Source: an optimization exercise on an open RTL-to-GDS flow (aim: small area). Production flows keep margins and buffers that such runs may drop.
The RTL was checked by simulation tests, not by an equivalence proof against the original design.
Power and IR drop assume default switching activity.

==> flow/design.v <==
module seven_seg_display(input clk, input rst,
 input [3:0] digit,    
 input uscore,         
 output reg [3:0] cnt,
 output a, b, c, d, e, f, g,
 output [3:0] an
 );
always @(posedge clk)
  if (rst) cnt <= 4'd0;
  else cnt <= cnt + 4'd1;
assign an = {~(cnt[3] & cnt[2]), ~(cnt[3] & ~cnt[2]), ~(~cnt[3] & cnt[2]), ~(~cnt[3] & ~cnt[2])};
wire x3 = digit[3], x2 = digit[2], x1 = digit[1], x0 = digit[0];
wire sa = ~x3 & ~x1 & (x2 ^ x0);            
wire sb = x2 & (x1 ^ x0);                   
wire sc = ~x2 & x1 & ~x0;                   
wire sd = (x2 & ~x1 & ~x0) | (~x3 & ~x2 & ~x1 & x0) | (x2 & x1 & x0);  
wire se = x0 | (x2 & ~x1);                  
wire sf = (~x3 & ~x2 & x0) | (~x2 & x1) | (x1 & x0);  
wire sg = (~x3 & ~x2 & ~x1) | (x2 & x1 & x0);         
assign a = sa | uscore;
assign b = sb | uscore;
assign c = sc | uscore;
assign d = sd & ~uscore;
assign e = se | uscore;
assign f = sf | uscore;
assign g = sg | uscore;
endmodule
module tracker(input clk, input rst, input pulse, input one_hz, input half_hz,
               input [1:0] sel,             
               output reg si,
               output reg [7:0] steps_per_sec,
               output reg [3:0] digit,
               output reg uscore);
reg p1, p2, p3, o1, o2, o3, h1, h2, h3;
always @(posedge clk) begin
  p1 <= pulse;   p2 <= p1; p3 <= p2;
  o1 <= one_hz;  o2 <= o1; o3 <= o2;
  h1 <= half_hz; h2 <= h1; h3 <= h2;
end
wire step = p2 & ~p3;
wire sec  = o2 & ~o3;
wire half = h2 & ~h3;
function [3:0] inc10(input [3:0] x);
  inc10 = {x[3] ? ~x[0] : (x[2] & x[1] & x[0]),
           x[2] ^ (x[1] & x[0]),
           (x[1] ^ x[0]) & ~x[3],
           ~x[0]};
endfunction
function nine(input [3:0] x);
  nine = x[3] & x[0];
endfunction
reg [3:0] s0, s1, s2, s3;
wire c0 = nine(s0);
wire c1 = c0 & nine(s1);
wire c2 = c1 & nine(s2);
wire all9 = c2 & nine(s3);
always @(posedge clk) begin
  if (rst) begin
    s0 <= 4'd0; s1 <= 4'd0; s2 <= 4'd0; s3 <= 4'd0; si <= 1'b0;
  end else if (step) begin
    if (all9) si <= 1'b1;
    else begin
      s0 <= inc10(s0);
      if (c0) s1 <= inc10(s1);
      if (c1) s2 <= inc10(s2);
      if (c2) s3 <= inc10(s3);
    end
  end
end
reg started;
reg [10:0] lcount;
reg [3:0] m0, m1;
always @(posedge clk) begin
  if (rst) begin
    started <= 1'b0; lcount <= 11'd0; m0 <= 4'd0; m1 <= 4'd0;
  end else if (step) begin
    started <= 1'b1;
    if (started) begin
      lcount <= lcount + 11'd1;
      if (&lcount) begin
        m0 <= inc10(m0);
        if (nine(m0)) m1 <= inc10(m1);
      end
    end
  end
end
reg [7:0] scount;
reg ge64;   
wire gt32 = ge64 | (scount[5] & (|scount[4:0]));
always @(posedge clk) begin
  if (rst) begin
    scount <= 8'd0; ge64 <= 1'b0; steps_per_sec <= 8'd0;
  end else if (sec) begin
    scount <= 8'd0; ge64 <= 1'b0; steps_per_sec <= scount;
  end else if (step) begin
    scount <= scount + 8'd1;
    if (&scount[5:0]) ge64 <= 1'b1;
  end
end
reg [3:0] nsec, nact;
always @(posedge clk) begin
  if (rst) begin
    nsec <= 4'd0; nact <= 4'd0;
  end else if (sec & ~nine(nsec)) begin
    nsec <= nsec + 4'd1;
    if (gt32) nact <= nact + 4'd1;
  end
end
reg [5:0] run;      
reg [3:0] t0, t1, t2, t3;
wire is59 = (run == 6'd59);
wire is60 = (run == 6'd60);
wire [3:0] t1p6 = t1 + 4'd6;
wire t1c6 = t1[3] | t1[2];    
wire [3:0] t1add6 = t1c6 ? t1 - 4'd4 : t1p6;
wire u0 = nine(t0);
wire u1 = nine(t1);
wire u2 = nine(t2);
always @(posedge clk) begin
  if (rst) begin
    run <= 6'd0; t0 <= 4'd0; t1 <= 4'd0; t2 <= 4'd0; t3 <= 4'd0;
  end else if (sec) begin
    if (!ge64) run <= 6'd0;
    else begin
      if (!is60) run <= run + 6'd1;
      if (is59) begin
        t1 <= t1add6;
        if (t1c6) begin
          t2 <= inc10(t2);
          if (u2) t3 <= inc10(t3);
        end
      end else if (is60) begin
        t0 <= inc10(t0);
        if (u0) begin
          t1 <= inc10(t1);
          if (u1) begin
            t2 <= inc10(t2);
            if (u2) t3 <= inc10(t3);
          end
        end
      end
    end
  end
end
reg [1:0] state;
always @(posedge clk)
  if (rst) state <= 2'd0;
  else if (half) state <= state + 2'd1;
always @(*) begin
  uscore = 1'b0;
  case (state)
    2'd0: case (sel)
            2'd0: digit = s0;
            2'd1: digit = s1;
            2'd2: digit = s2;
            default: digit = s3;
          endcase
    2'd1: case (sel)
            2'd0: digit = {1'b0, lcount[10], 1'b0, lcount[10]};
            2'd1: begin digit = 4'd0; uscore = 1'b1; end
            2'd2: digit = m0;
            default: digit = m1;
          endcase
    2'd2: digit = (sel == 2'd0) ? nact : 4'd0;
    default: case (sel)
            2'd0: digit = t0;
            2'd1: digit = t1;
            2'd2: digit = t2;
            default: digit = t3;
          endcase
  endcase
end
endmodule
module lab6_top(clk, rst, pulse, one_hz, half_hz, si, steps_per_sec, a, b, c, d, e, f, g, an);
input clk, rst;
input pulse, one_hz, half_hz;  
output si, a, b, c, d, e, f, g;
output [3:0] an;
output [7:0] steps_per_sec;
wire [1:0] state;
wire [3:0] digit;
wire uscore;
wire [3:0] cnt;
tracker tracker_inst(.clk(clk), .rst(rst), .pulse(pulse), .one_hz(one_hz), .half_hz(half_hz),
                     .sel(cnt[3:2]), .si(si), .steps_per_sec(steps_per_sec),
                     .digit(digit), .uscore(uscore));
seven_seg_display seven_seg_display_inst(.clk(clk), .rst(rst), .digit(digit), .uscore(uscore),
                     .cnt(cnt), .a(a), .b(b), .c(c), .d(d), .e(e), .f(f), .g(g), .an(an));
endmodule
export LEC_CHECK = 0
export ABC_AREA = 1
export CAP_MARGIN = 20
export CORE_MARGIN = 2
export CORE_UTILIZATION = 40
export SLEW_MARGIN = 20
create_clock -name core_clock -period 125.0 [get_ports {clk}]
standard.sh (not shown) runs the stock make flow with config.mk's settings and CLKGATE_MAP_FILE= SYNTH_SCRIPT=/design/flow/synth_recipe.tcl, a recipe that flattens the netlist after the stock synthesis.
==> flow/flow/run.sh <==
#!/bin/bash
# Own layout flow: the standard flow with an area-oriented ABC script, plain buf_1 port
# buffers and a smaller clock tree. Each tool's output is kept in its own log here.
set -euo pipefail
W=$PWD
export OWN_WORK=$W
export OWN_ABC_SCRIPT=$W/flow/abc.scr
bash standard.sh SYNTH_SCRIPT=$W/flow/synth.tcl \
  "BUFFER_PORTS_ARGS=-buffer_cell sky130_fd_sc_hd__buf_1" \
  "CTS_ARGS=$(cat $W/flow/cts_args)" \
  finish > $W/flow_make.log 2>&1
==> flow/flow/abc.scr <==
strash
&get -n
&deepsyn -T 60
&dch -f
&nf -R 1000
&put
==> flow/flow/cts_args <==
-sink_clustering_enable -repair_clock_nets -dont_use_dummy_load -buf_list sky130_fd_sc_hd__clkbuf_8
==> flow/flow/synth.tcl <==
# The standard flow's synthesis (synth_recipe.tcl, sourced unchanged) with ABC's technology mapping run on a
# stronger area-recovery script; registers are mapped before ABC and are left as they are.
proc abc {args} {
  set i [lsearch -exact $args -script]
  if { $i >= 0 } { lset args [expr { $i + 1 }] $::env(OWN_ABC_SCRIPT) }
  yosys abc {*}$args
}
source $::env(OWN_WORK)/synth_recipe.tcl
The first run finished with timing, DRC and antenna clean.
Then changed:
==> flow/run.sh (new file) <==
#!/bin/bash
# synth_recipe.tcl (not shown) runs the flow's synth.tcl, then flattens the netlist and writes it again
# the make line also repeats each setting of config.mk as NAME=value (left out here)
make -C /OpenROAD-flow-scripts/flow DESIGN_CONFIG=/design/flow/config.mk WORK_HOME=/design/flow/orfs CLKGATE_MAP_FILE= SYNTH_SCRIPT=/design/flow/synth_recipe.tcl finish
removed: flow/flow/run.sh
removed: flow/flow/abc.scr
removed: flow/flow/cts_args
removed: flow/flow/synth.tcl
removed: flow/standard.sh
=> Clock skew drops by 0.011 ns. Combinational power falls by 8.4%. Non-clock buffer count is higher by 1. First-iteration DRC count fell by 6.6%. Power climbs by 26%. Clock power is higher by 85%. Global-route usage barely changes. Via count climbs by 18%.

-- what the ideal ports hide --
No port has a modelled driver above. Below, the same layouts with a new extraction and two added sets of constraints. Step 1 (the two cells are an assumption about what drives the block):
set clk [get_ports {clk}]
set_driving_cell -lib_cell sky130_fd_sc_hd__clkbuf_16 $clk
set_driving_cell -lib_cell sky130_fd_sc_hd__buf_2 [delete_from_list [all_inputs] $clk]
Step 2, shift: input delay + t, output delay - t, t = (earliest + latest rising clock arrival at the registers) / 2. This alone moves slack from input paths to output paths. Slacks: no drivers / after step 1 / after step 2; pairs: no drivers / after step 1.
run	t (ns)	setup WS [ns]	hold slack, ns	worst register clock-pin slew, ns
the first run	0.403	96.745 / 96.712 / 97.115	0.331 / 0.331 / 0.331	0.09 / 0.09
the second run	0.380	97.232 / 97.196 / 97.576	0.329 / 0.329 / 0.329	0.07 / 0.07
After both steps setup and hold are still met in every run listed.
